Context: an optimization exercise on an open-source flow, tuned for small area, a short achievable clock period and few clock cycles per item. The choices shown serve that exercise and are no tape-out recipe. Function was checked by simulation only, so behaviour that the tests miss may differ from the original.

run A:
Design geofence, start of the top module:
module geofence ( clk,reset,X,Y,valid,is_inside);
    input clk;
    input reset;
    input [9:0] X;
    input [9:0] Y;
    output valid;
    output is_inside;
    reg [3:0] cnt;           
    reg [9:0] ox, oy;        
    reg wsx, wsy, rsx, rsy, lsx, lsy;
    reg [9:0] wmx, wmy, rmx, rmy, lmx, lmy;
    reg wzx, wzy, rzx, rzy, lzx, lzy;
    reg full;
    wire signed [10:0] dx = $signed({1'b0, X}) - $signed({1'b0, ox});
    wire signed [10:0] dy = $signed({1'b0, Y}) - $signed({1'b0, oy});
    wire [9:0] ax = dx[10] ? -dx[9:0] : dx[9:0];
    wire [9:0] ay = dy[10] ? -dy[9:0] : dy[9:0];
    wire r_s1 = rsx ^ wsy, r_s2 = rsy ^ wsx;
    wire l_s1 = lsx ^ wsy, l_s2 = lsy ^ wsx;
    wire r_z = (rzx | wzy) & (rzy | wzx);
    wire l_z = (lzx | wzy) & (lzy | wzx);
    wire dr_cin = !r_s1;
    wire dl_cin = !l_s1;
  ...
Size: roughly 1900 cells after synthesis, ~100 flip-flops, about 24 I/O pins.
Settings: LEC_CHECK=0, ABC_AREA=1, CAP_MARGIN=20, CORE_MARGIN=2, CORE_UTILIZATION=40, SETUP_SLACK_MARGIN=5, SLEW_MARGIN=20, TNS_END_PERCENT=0; clock period 11.0 ns.
run.sh (not shown) runs the stock make flow with config.mk's settings and CLKGATE_MAP_FILE= SYNTH_SCRIPT=/design/flow/synth_recipe.tcl, a recipe that flattens the netlist after the stock synthesis.
Testbench counts of run A, summed over its fixed seeds: cycles 20,369, items 2,400.
--- input diff run A..run B ---
==> flow/flow/run.sh (new file) <==
#!/bin/bash
set -euo pipefail
grep -q 'SETUP_SLACK_MARGIN=5 ' standard.sh
sed 's/SETUP_SLACK_MARGIN=5 /SETUP_SLACK_MARGIN=5.6 /' standard.sh > flow_standard.sh
bash flow_standard.sh > layout.log 2>&1
==> flow/standard.sh (new file) <==
#!/bin/bash
# synth_recipe.tcl (not shown) runs the flow's synth.tcl, then flattens the netlist and writes it again
# the make line also repeats each setting of config.mk as NAME=value (left out here)
make -C /OpenROAD-flow-scripts/flow DESIGN_CONFIG=/design/flow/config.mk WORK_HOME=/design/flow/orfs CLKGATE_MAP_FILE= SYNTH_SCRIPT=/design/flow/synth_recipe.tcl "${@:-finish}"
removed: flow/run.sh
Results
Footprint of the flip-flops and latches up 25 um2 in run B wrt run A
Buffer share of cell area (lower): run A
Input-level comparison between run C and run B:
==> flow/run.sh (new file) <==
#!/bin/bash
# synth_recipe.tcl (not shown) runs the flow's synth.tcl, then flattens the netlist and writes it again
# the make line also repeats each setting of config.mk as NAME=value (left out here)
make -C /OpenROAD-flow-scripts/flow DESIGN_CONFIG=/design/flow/config.mk WORK_HOME=/design/flow/orfs CLKGATE_MAP_FILE= SYNTH_SCRIPT=/design/flow/synth_recipe.tcl finish
--- a/flow/config.mk
+++ b/flow/config.mk
@@ -7,3 +7,2 @@
 export LEC_CHECK = 0
-export ABC_AREA = 1
 export CAP_MARGIN = 20
@@ -13,2 +12 @@
 export SLEW_MARGIN = 20
-export TNS_END_PERCENT = 0
removed: flow/flow/run.sh
removed: flow/standard.sh
Findings:
- Taking run B over run C, the number of resized instances in the post-cts repair step ratio works out to 1.3.
- On cell area, the lower figure sits with run C, not run B.
- Iteration count of the initial detailed-routing pass: run C vs run B down 2
- Comparing the two runs side by side, run C comes out behind run B on worst hold slack.
- Sequential share of cell area ended up 0.86 points higher on run C than on run B.
- Detailed route wirelength on metal2: run C < run B
- Re worst-case register-to-register setup slack: run C is 0.31 ns down on run B.
- Relative to run B, wire length has gone down in run C.
- In the reports for run B and run C, the smaller cell count belongs to run C.
The following lists how run D was set up differently from run C:
--- a/flow/config.mk
+++ b/flow/config.mk
@@ -7,2 +7,3 @@
 export LEC_CHECK = 0
+export ABC_AREA = 1
 export CAP_MARGIN = 20
Notes after the runs:
Run D: done, clean on timing, DRC and antenna. Run D ends up with a clock-buffer cell count that is 4 lower than in run C. Going from run C to run D, the number of core rows was found to have gone up by about 2.8%. Layout-stage area growth over the synthesis result is higher on run C. [compare] base=run C new=run D: final non-filler cell total now sits higher; utilization after layout now smaller; final instance area rose about 3.6%; count of inserted tapcells up about 2.7%; maximum frequency rose by 0.0074 GHz. Run D reports its uppermost layer routed as met4 while run C reports met5. Run D: share of the clock period used by the worst path after layout 2.4 points below run C. Sequential cell count: run C vs run D identical.


== maple ==
Another version of the RTL of geofence (not shown whole).
Size: about 99 flip-flops, ~24 I/O pins, about 16000 um2 of cells after synthesis.
make LEC_CHECK=0 ABC_AREA=1 CAP_MARGIN=20 CORE_MARGIN=2 CORE_UTILIZATION=40 SETUP_SLACK_MARGIN=5 SLEW_MARGIN=20 finish   # period 11.0 ns
Stock flow here: none of the scripts above is used.
maple went all the way through synthesis, placement and routing and the layout is clean on timing, DRC and antenna.
Testbench counts of maple, summed over its fixed seeds: cycles 20,369, items 2,400.
For lagoon, these inputs were changed with respect to maple:
==> flow/flow/run.sh (new file) <==
#!/bin/bash
set -euo pipefail
grep -q 'SETUP_SLACK_MARGIN=5 ' standard.sh
sed 's/SETUP_SLACK_MARGIN=5 /SETUP_SLACK_MARGIN=6.5 /' standard.sh > flow_standard.sh
bash flow_standard.sh > layout.log 2>&1
==> flow/standard.sh (new file) <==
#!/bin/bash
# synth_recipe.tcl (not shown) runs the flow's synth.tcl, then flattens the netlist and writes it again
# the make line also repeats each setting of config.mk as NAME=value (left out here)
make -C /OpenROAD-flow-scripts/flow DESIGN_CONFIG=/design/flow/config.mk WORK_HOME=/design/flow/orfs CLKGATE_MAP_FILE= SYNTH_SCRIPT=/design/flow/synth_recipe.tcl "${@:-finish}"
removed: flow/run.sh
### Flow results
- The met2 usage in lagoon was higher than what maple gave.
- Re delay contributed by the slowest stage of the critical path: maple was higher than lagoon.
- Comparing lagoon against maple, there is no change at all in detailed-route DRC error count.
- Hold slack (lower): maple
- Compared to maple, the routing of lagoon uses less wire.
Input changes introduced in fjord (baseline for comparison: lagoon):
- ABC_AREA removed (was 1)
- TNS_END_PERCENT newly set to 0
==> flow/run.sh (new file) <==
#!/bin/bash
# synth_recipe.tcl (not shown) runs the flow's synth.tcl, then flattens the netlist and writes it again
# the make line also repeats each setting of config.mk as NAME=value (left out here)
make -C /OpenROAD-flow-scripts/flow DESIGN_CONFIG=/design/flow/config.mk WORK_HOME=/design/flow/orfs CLKGATE_MAP_FILE= SYNTH_SCRIPT=/design/flow/synth_recipe.tcl finish
removed: flow/flow/run.sh
removed: flow/standard.sh
lagoon -> fjord: worst hold slack flat
Between fjord and lagoon, it is fjord whose finished layout cell area is lower, by about 8%.
fjord: average size of a mapped cell is about 23% higher than what lagoon reported.
The following lists how pepper was set up differently from fjord:
- TNS_END_PERCENT: 0 -> unset
## What came out
Comparing fjord and pepper, the lower number of global-route vias before repair is on fjord. pepper: first-pass GRT wire length higher than fjord. On critical path required time, fjord and pepper are basically level. pepper vs fjord: minimum setup slack in the final design up in pepper.
Setup changes, pepper to raven
- ABC_AREA newly set to 1
==> flow/flow/run.sh (new file) <==
#!/bin/bash
set -euo pipefail
grep -q 'SETUP_SLACK_MARGIN=5 ' standard.sh
sed 's/SETUP_SLACK_MARGIN=5 /SETUP_SLACK_MARGIN=5.5 /' standard.sh > flow_standard.sh
bash flow_standard.sh > layout.log 2>&1
==> flow/standard.sh (new file) <==
#!/bin/bash
# synth_recipe.tcl (not shown) runs the flow's synth.tcl, then flattens the netlist and writes it again
# the make line also repeats each setting of config.mk as NAME=value (left out here)
make -C /OpenROAD-flow-scripts/flow DESIGN_CONFIG=/design/flow/config.mk WORK_HOME=/design/flow/orfs CLKGATE_MAP_FILE= SYNTH_SCRIPT=/design/flow/synth_recipe.tcl "${@:-finish}"
removed: flow/run.sh
[summary]
raven: full flow OK, the timing, DRC and antenna checks passed. Going from pepper to raven, average wire per cell in the routed design shrinks by 8.8%. Clock-buffer cell count | raven below pepper. Signed area change from the synthesized netlist to the final layout, raven and pepper: lower on pepper. Higher max-slew headroom at the worst pin among raven and pepper: pepper.

-- separate check: timing with driven ports --
Ports are ideal in the flow. The routed layouts listed here were re-timed in OpenROAD. Step 1 (the two cells are an assumption about what drives the block):
set clk [get_ports {clk}]
set_driving_cell -lib_cell sky130_fd_sc_hd__clkbuf_16 $clk
set_driving_cell -lib_cell sky130_fd_sc_hd__buf_2 [delete_from_list [all_inputs] $clk]
Step 2, shift: input delay + t, output delay - t, t = (earliest + latest rising clock arrival at the registers) / 2. This alone moves slack from input paths to output paths. Three values: ideal, step 1, step 2; two values: the first two.
run | shift t [ns] | setup slack, ns | worst hold slack (ns) | worst setup path at the end | worst register clock-pin slew, ns
run A | 0.394 | 5.191 / 5.191 / 5.191 | 0.495 / 0.495 / 0.495 | register to register | 0.08 / 0.08
run B | 0.386 | 5.241 / 5.241 / 5.241 | 0.495 / 0.495 / 0.495 | register to register | 0.07 / 0.07
run C | 0.381 | 4.931 / 4.931 / 4.931 | 0.482 / 0.482 / 0.482 | register to register | 0.07 / 0.07
run D | 0.385 | 5.193 / 5.193 / 5.193 | 0.488 / 0.488 / 0.488 | register to register | 0.07 / 0.07
maple | 0.393 | 5.085 / 5.085 / 5.085 | 0.473 / 0.473 / 0.473 | register to register | 0.07 / 0.07
lagoon | 0.401 | 5.071 / 5.071 / 5.071 | 0.494 / 0.494 / 0.494 | register to register | 0.08 / 0.08
fjord | 0.384 | 4.638 / 4.638 / 4.638 | 0.491 / 0.491 / 0.491 | register to register | 0.08 / 0.08
pepper | 0.383 | 4.697 / 4.697 / 4.697 | 0.490 / 0.490 / 0.490 | register to register | 0.08 / 0.08
raven | 0.394 | 5.088 / 5.088 / 5.088 | 0.475 / 0.475 / 0.475 | register to register | 0.08 / 0.08
After both steps setup and hold are still met in every run listed.
